This is an optimization exercise on Yosys and OpenROAD, whose aim is small area, a short achievable clock period and few clock cycles, not a production implementation.
RTL that was checked went through simulation tests only; none was proved equivalent to the original.
The flow treats the clock pin as an ideal source, which a real chip does not have.
Power and IR drop assume default switching activity.

Design MIPS, start of the top module:
module MIPS(clk, reset, imem_addr, imem_data, dmem_addr, dmem_wdata, dmem_we, dmem_rdata);
For scale: ~49000 um^2 of cells after synthesis.
clock: 24.0 ns
lec_check: 0
cap_margin: 50
core_margin: 2
core_utilization: 40
cts_cluster_diameter: 100
cts_cluster_size: 25
slew_margin: 50
synth_hierarchical: 1
standard.sh (not shown) runs the stock make flow with config.mk's settings and CLKGATE_MAP_FILE= SYNTH_SCRIPT=/design/flow/synth_recipe.tcl, a recipe that flattens the netlist after the stock synthesis.
==> flow/flow/run.sh <==
#!/bin/bash
set -euo pipefail
bash standard.sh BUFFER_PORTS_ARGS="-buffer_cell sky130_fd_sc_hd__buf_2" \
  POST_CTS_TCL="$PWD/flow/upsize_out.tcl" finish > standard_flow.log 2>&1
==> flow/flow/upsize_out.tcl <==
# POST_CTS hook: the flip-flops that drive output ports (through their port
# buffers) get the strongest drive of their cell type, and the output port
# buffers a stronger buffer, since the wires to the pins are long; then the
# placement is legalized again.
proc net_driver_inst {net} {
  foreach it [$net getITerms] {
    if {[$it isOutputSignal]} { return [$it getInst] }
  }
  return ""
}
set n 0
set block [ord::get_db_block]
foreach bt [$block getBTerms] {
  if {[$bt getIoType] ne "OUTPUT"} { continue }
  set buf [net_driver_inst [$bt getNet]]
  if {$buf eq ""} { continue }
  if {[[$buf getMaster] getName] eq "sky130_fd_sc_hd__buf_2"} {
    replace_cell [$buf getName] sky130_fd_sc_hd__buf_4
  }
  foreach it [$buf getITerms] {
    if {![$it isInputSignal]} { continue }
    set src [net_driver_inst [$it getNet]]
    if {$src eq ""} { continue }
    set ref [[$src getMaster] getName]
    if {[regexp {^sky130_fd_sc_hd__dfxtp_[12]$} $ref]} {
      replace_cell [$src getName] sky130_fd_sc_hd__dfxtp_4
      incr n
    }
  }
}
puts "upsize_out: $n output flip-flops upsized"
detailed_placement
check_placement -verbose
Testbench counts at the start, summed over its fixed seeds: cycles 63,693.
Next try:
--- a/flow/design.v
+++ b/flow/design.v
@@ -37,16 +37,16 @@
 	reg  [7:0]  a_lo, b_lo;
 	reg         a_fw, b_fw;
 	wire [31:0] sel_a, sel_b;
 	assign sel_a[0] = a_fw;
 	assign sel_b[0] = b_fw;
 	generate
 		for (g = 1; g < 32; g = g + 1) begin : sels
-			assign sel_a[g] = a_hi[g >> 3] & a_lo[g & 7];
-			assign sel_b[g] = b_hi[g >> 3] & b_lo[g & 7];
+			assign sel_a[g] = a_hi[g >> 3] & a_lo[g & 7] & ~a_fw;
+			assign sel_b[g] = b_hi[g >> 3] & b_lo[g & 7] & ~b_fw;
 		end
 	endgenerate
 	wire [31:0] wdec;
 	dec5 dwr (.x(m_rd), .y(wdec));
 	wire [31:0] src [0:31];
 	assign src[0] = m_res;
 	generate
@@ -64,21 +64,21 @@
 				aoi222 ub (.a0(src[3*g][h]), .s0(sel_b[3*g]), .a1(src[3*g+1][h]), .s1(sel_b[3*g+1]),
 				           .a2(src[3*g+2][h]), .s2(sel_b[3*g+2]), .y(tb[g]));
 			end
 			rdtail ra (.t(ta), .a0(src[30][h]), .s0(sel_a[30]), .a1(src[31][h]), .s1(sel_a[31]), .y(a[h]));
 			rdtail rb (.t(tb), .a0(src[30][h]), .s0(sel_b[30]), .a1(src[31][h]), .s1(sel_b[31]), .y(b[h]));
 		end
 	endgenerate
-	wire [31:0] res;
-	alu32 alu (.a(a), .b(b), .imm(imm), .use_imm(i_lw | i_sw), .do_sub(i_sub | i_slt),
-	           .is_xori(i_xori), .is_slt(i_slt), .res(res));
+	wire [31:0] res, sum;
+	alu32 alu (.a(i_bne ? {2'b00, pc} : a), .b(b), .imm(imm), .use_imm(i_lw | i_sw | i_bne),
+	           .do_sub(i_sub | i_slt), .is_xori(i_xori), .is_slt(i_slt), .res(res), .sum(sum));
 	wire ne;
 	neq32 cmp (.a(a), .b(b), .ne(ne));
-	wire [29:0] pc_seq, pc_br;
-	pcadd pca (.pc(pc), .imm(imm), .seq(pc_seq), .br(pc_br));
+	wire [29:0] pc_seq = pc + 30'd1;
+	wire [29:0] pc_br  = sum[29:0];
 	wire s_j   = v & i_j;
 	wire s_jr  = v & i_jr;
 	wire bnev  = v & i_bne;
 	wire s_br  = bnev & ne;
 	wire s_seq = ~(s_j | s_jr | s_br);
 	wire [29:0] pc_next = ({30{s_j}}   & {pc[29:26], ir[25:0]}) |
 	                      ({30{s_jr}}  & a[31:2]) |
@@ -98,17 +98,17 @@
 		end else begin
 			pc   <= pc_next;
 			v    <= 1'b1;
 			m_we <= v & i_sw;
 			m_rd <= rd_n;
 		end
 		a_hi    <= 4'b1 << imem_data[25:24];
-		a_lo    <= (8'b1 << imem_data[23:21]) & {8{~fwa_n}};
+		a_lo    <= 8'b1 << imem_data[23:21];
 		b_hi    <= 4'b1 << imem_data[20:19];
-		b_lo    <= (8'b1 << imem_data[18:16]) & {8{~fwb_n}};
+		b_lo    <= 8'b1 << imem_data[18:16];
 		a_fw    <= fwa_n;
 		b_fw    <= fwb_n;
 		ir      <= imem_data;
 		m_res   <= res;
 		m_wdata <= b;
 		m_ld    <= i_lw;
 	end
@@ -130,43 +130,42 @@
 endmodule
 module rdtail(t, a0, s0, a1, s1, y);
 	input [9:0] t;
 	input a0, s0, a1, s1;
 	output y;
 	assign y = ~&t | (a0 & s0) | (a1 & s1);
 endmodule
-module alu32(a, b, imm, use_imm, do_sub, is_xori, is_slt, res);
+module alu32(a, b, imm, use_imm, do_sub, is_xori, is_slt, res, sum);
 	input [31:0] a, b;
 	input [15:0] imm;
 	input use_imm, do_sub, is_xori, is_slt;
-	output [31:0] res;
+	output [31:0] res, sum;
 	wire [31:0] addb = use_imm ? {{16{imm[15]}}, imm} : (do_sub ? ~b : b);
-	wire [31:0] sum;
 	add32 add (.a(a), .b(addb), .cin(do_sub), .s(sum));
 	wire        lt   = (a[31] ^ b[31]) ? a[31] : sum[31];
 	assign res = is_xori ? {a[31:16], a[15:0] ^ imm} :
 	             is_slt  ? {31'b0, lt} : sum;
 endmodule
 module add32(a, b, cin, s);
 	input [31:0] a, b;
 	input cin;
 	output [31:0] s;
 	wire [31:0] p = a ^ b;
 	wire [31:0] c;
-	bkprefix #(.N(32)) pf (.a(a), .b(b), .p(p), .cin(cin), .c(c));
+	bkprefix #(.N(32)) pf (.g(a & b), .p(p), .cin(cin), .c(c));
 	assign s = p ^ c;
 endmodule
-module bkprefix(a, b, p, cin, c);
+module bkprefix(g, p, cin, c);
 	parameter N = 32;
-	input [N-1:0] a, b, p;
+	input [N-1:0] g, p;
 	input cin;
 	output [N-1:0] c;
 	wire [N:0] gg [0:11];
 	wire [N:0] pp [0:11];
-	assign gg[0] = {a & b, cin};
+	assign gg[0] = {g, cin};
 	assign pp[0] = {p, 1'b0};
 	genvar t, i;
 	generate
 		for (t = 1; t <= 11; t = t + 1) begin : lv
 			localparam integer L = (t <= 6) ? t - 1 : 11 - t;
 			for (i = 0; i <= N; i = i + 1) begin : b
 				if ((t <= 6 && ((i + 1) % (2 << L)) == 0) ||
@@ -183,18 +182,7 @@
 	assign c = gg[11][N-1:0];
 endmodule
 module neq32(a, b, ne);
 	input [31:0] a, b;
 	output ne;
 	assign ne = |(a ^ b);
 endmodule
-module pcadd(pc, imm, seq, br);
-	input [29:0] pc;
-	input [15:0] imm;
-	output [29:0] seq, br;
-	wire [29:0] off = {{14{imm[15]}}, imm};
-	wire [29:0] p = pc ^ off;
-	wire [29:0] c;
-	bkprefix #(.N(30)) pf (.a(pc), .b(off), .p(p), .cin(1'b0), .c(c));
-	assign br = p ^ c;
-	assign seq = pc + 30'd1;
-endmodule
Outcome: The changed run ran to the end with no violations; synthesized area shrinks by about 2.2%; setup slack gets worse by 0.23 ns; sequential cell count stays the same; routed wire length went up by 3.2%; design area shrinks by 2.2%; via count drops by 0.95%; total power is about the same; critical path depth climbs by 19; final cell count fell by 2.5%; worst hold slack improves by 0.030 ns; core utilization hardly moves.
Function not checked in the second run of this note: the RTL went through the layout flow alone.

afterwards: timing with drivers on the ports:
How much do the figures lean on ideal ports? The routed layouts below were timed once more, with nothing changed but the port constraints. Step 1 assumes that a clkbuf_16 drives the clock port and a buf_2 every other input. Step 2 also shifts input and output timing later by t, the mid clock arrival at the registers, as if the neighbouring blocks saw the same clock. Slacks: ideal / step 1 / step 2; pairs: ideal / step 1.
run	shift t [ns]	setup WS [ns]	worst data-port slew with drivers (ns)
the first run	0.772	17.861 / 17.784 / 17.623	0.17
the second run	0.769	17.631 / 17.631 / 17.513	0.17
After both steps setup and hold are still met in every run listed. The setup slack of the first run, which loses most, moves by -0.077 ns with the drivers and by -0.238 ns with both steps.
